This is an optimization exercise on Yosys and OpenROAD, whose aim is small area, a short achievable clock period and few clock cycles, not a production implementation.
Function was checked by simulation only, so behaviour that the tests miss may differ from the original.

==> flow/design.v <==
module rsa_encrypt(input clk, reset_n, compute,
                   input [31:0] M, e, n,
                   output logic [31:0] C,
                   output logic encrypt_done);
  logic        busy, first, init, keep, trv, mul, yb, ec;
  logic        sa, sx, zx;    
  logic        nz;            
  logic [4:0]  i;             
  logic [3:0]  j;             
  logic [15:0] acc, X;
  function automatic [1:0] lod4(input [3:0] v);
    lod4 = v[3] ? 2'd3 : v[2] ? 2'd2 : v[1] ? 2'd1 : 2'd0;
  endfunction
  function automatic [4:0] msb32(input [31:0] v);
    logic [7:0] nz;
    logic [1:0] hi;
    logic [1:0] lo;
    logic [3:0] q;
    for (int k = 0; k < 8; k++) nz[k] = |v[4*k +: 4];
    hi = lod4({|nz[7:6], |nz[5:4], |nz[3:2], |nz[1:0]});
    lo = nz[2*hi+1] ? 2'd1 : 2'd0;
    q = v[4*(2*hi+lo) +: 4];
    msb32 = {hi, lo[0], lod4(q)};
  endfunction
  function automatic [3:0] msb16(input [15:0] v);
    logic [3:0] nz;
    logic [1:0] hi;
    for (int k = 0; k < 4; k++) nz[k] = |v[4*k +: 4];
    hi = lod4(nz);
    msb16 = {hi, lod4(v[4*hi +: 4])};
  endfunction
  function automatic below16(input [15:0] v);
    below16 = 1'b0;
    for (int k = 0; k < 15; k++) if (v[k+1]) below16 = v[k];
  endfunction
  function automatic below2_16(input [15:0] v);
    below2_16 = 1'b0;
    for (int k = 0; k < 14; k++) if (v[k+2]) below2_16 = v[k];
  endfunction
  wire [15:0] nb = nz ? n[15:0] : 16'd0;
  wire [18:0] xa = zx ? 19'd0 : {2'b0, acc, 1'b0};
  wire [18:0] xb = {3'b0, ({16{sa}} & acc) | ({16{sx}} & X)};
  wire [18:0] z1 = ~{3'b0, nb};
  wire [18:0] z2 = ~{2'b0, nb, 1'b0};
  wire [18:0] s1 = xa ^ xb ^ z1;
  wire [18:0] c1 = {(xa[17:0] & xb[17:0]) | (xa[17:0] & z1[17:0]) | (xb[17:0] & z1[17:0]), 1'b1};
  wire [18:0] s2 = xa ^ xb ^ z2;
  wire [18:0] c2 = {(xa[17:0] & xb[17:0]) | (xa[17:0] & z2[17:0]) | (xb[17:0] & z2[17:0]), 1'b1};
  wire [18:0] t0 = xa + xb;
  wire [18:0] t1 = s1 + c1;    
  wire [18:0] t2 = s2 + c2;    
  wire [15:0] acc_n = !t2[18] ? t2[15:0] : (!t1[18] ? t1[15:0] : t0[15:0]);
  wire [15:0] Y   = mul ? M[15:0] : X;    
  wire y01  = acc[15:1] == 15'd0;         
  wire m2   = M[15:2] == 14'd0;           
  wire bm   = below16(M[15:0]);           
  wire fin  = first ? (mul && m2) : (j == 4'd0);
  wire more = !mul && ec;                 
  wire adv  = fin && !more;               
  wire triv = (e[31:1] == 31'd0) || (M[15:1] == 15'd0);    
  logic busy_n, done_n, first_n, init_n, keep_n, mul_n, yb_n;
  logic [3:0] j_n;
  logic [4:0] i_n;
  always_comb begin
    busy_n = busy; done_n = encrypt_done;
    first_n = first; init_n = init; keep_n = keep; mul_n = mul;
    yb_n = yb; j_n = j; i_n = i;
    if (busy) begin
      if ((first && init && trv) || (adv && i == 5'd0)) begin
        busy_n = 1'b0;
        done_n = 1'b1;
      end
      if (first) begin
        first_n = 1'b0;
        init_n = 1'b0;
        if (mul) begin
          keep_n = 1'b0;
          j_n = msb16({2'b0, M[15:2]});
          yb_n = below2_16(M[15:0]);
        end else if (!init) begin
          keep_n = y01;
          j_n = y01 ? 4'd0 : msb16({1'b0, acc[15:1]});
          yb_n = below16(acc);
        end    
      end else begin
        j_n = j - 4'd1;
        yb_n = Y[j - 4'd1];
        keep_n = 1'b0;
      end
      if (fin) begin
        first_n = 1'b1;
        mul_n = more;
        if (adv) i_n = i - 5'd1;
      end
    end else begin
      if (encrypt_done) begin
        if (!compute) done_n = 1'b0;
      end else if (compute) busy_n = 1'b1;
      first_n = 1'b1;
      init_n = 1'b1;
      keep_n = 1'b0;
      mul_n = 1'b0;
      i_n = msb32({1'b0, e[31:1]});
      j_n = msb16({1'b0, M[15:1]});
      yb_n = bm;
    end
  end
  always_ff @(posedge clk, negedge reset_n) begin
    if (!reset_n) begin
      busy <= 1'b0;
      encrypt_done <= 1'b0;
    end else begin
      busy <= busy_n;
      encrypt_done <= done_n;
    end
  end
  wire sq1 = busy_n && first_n && !mul_n;    
  wire mu1 = busy_n && first_n && mul_n;     
  wire stp = busy_n && !first_n && !keep_n;  
  always_ff @(posedge clk) begin
    acc <= acc_n;
    ec <= e[i];
    first <= first_n; init <= init_n; keep <= keep_n; mul <= mul_n;
    yb <= yb_n; j <= j_n; i <= i_n;
    sa <= (sq1 && !init_n) || (mu1 && bm) || keep_n || !busy_n;
    sx <= (sq1 && init_n) || (stp && yb_n);
    zx <= sq1 || keep_n || !busy_n;
    nz <= stp || mu1;
    if (busy && first && !init) X <= acc;
    if (!busy) begin
      X <= M[15:0];
      trv <= triv;
    end
  end
  assign C = {16'd0, acc};
endmodule
==> flow/config.mk <==
export PLATFORM = sky130hd
export DESIGN_NAME = rsa_encrypt
export DESIGN_NICKNAME = rsa_encrypt
export VERILOG_FILES = /design/flow/design.v
export SDC_FILE = /design/flow/constraint.sdc
export NUM_CORES = 4
export LEC_CHECK = 0
export CAP_MARGIN = 20
export CELL_PAD_IN_SITES_DETAIL_PLACEMENT = 0
export CELL_PAD_IN_SITES_GLOBAL_PLACEMENT = 0
export CORE_MARGIN = 2
export CORE_UTILIZATION = 40
export CTS_BUF_LIST = sky130_fd_sc_hd__clkbuf_8
export PLACE_DENSITY = 0.6
export SETUP_SLACK_MARGIN = 1.5
export SLEW_MARGIN = 20
==> flow/constraint.sdc <==
create_clock -name core_clock -period 5.0 [get_ports {clk}]
set_input_delay 1.0000 -clock core_clock [delete_from_list [all_inputs] [get_ports {clk}]]
set_output_delay 1.0000 -clock core_clock [all_outputs]
set_load 0.01 [all_outputs]
standard.sh (not shown) runs the stock make flow with config.mk's settings and CLKGATE_MAP_FILE= SYNTH_SCRIPT=/design/flow/synth_recipe.tcl, a recipe that flattens the netlist after the stock synthesis.
==> flow/flow/run.sh <==
#!/bin/bash
# The standard layout, with the port buffers made from the smallest buffer
# cell instead of the delay cell buffer_ports picks by default.
set -euo pipefail
export BUFFER_PORTS_ARGS="-buffer_cell sky130_fd_sc_hd__buf_1"
bash standard.sh > standard_flow.log 2>&1
The starting point went through all stages and came out clean.
Testbench counts at the start, summed over its fixed seeds: cycles 5,140.
Rerun with:
Settings changed: CELL_PAD_IN_SITES_DETAIL_PLACEMENT 0 to default, CELL_PAD_IN_SITES_GLOBAL_PLACEMENT 0 to default.
=> The new run passed the timing, DRC and antenna checks. Count of clock-buffer cells in the layout stays the same. Worst setup slack is unchanged. Final area does not change. Sequential share of layout area stays the same. First-iteration DRC count does not change. Synthesized area does not change. Utilization does not change.

[what the ideal ports hide]
How much do the figures lean on ideal ports? The routed layouts below were timed once more, with nothing changed but the port constraints. Step 1, drivers: a clkbuf_16 drives clk and a buf_2 each remaining input, both assumed. Step 2 also shifts input and output timing later by t, the mid clock arrival at the registers, as if the neighbouring blocks saw the same clock. Slacks: no drivers / after step 1 / after step 2; pairs: no drivers / after step 1.
run	t (ns)	setup WS [ns]	worst hold slack (ns)
the first run	0.355	1.567 / 1.575 / 1.220	0.427 / 0.417 / 0.570
the second run	0.355	1.567 / 1.575 / 1.220	0.427 / 0.417 / 0.570
After both steps setup and hold are still met in every run listed.
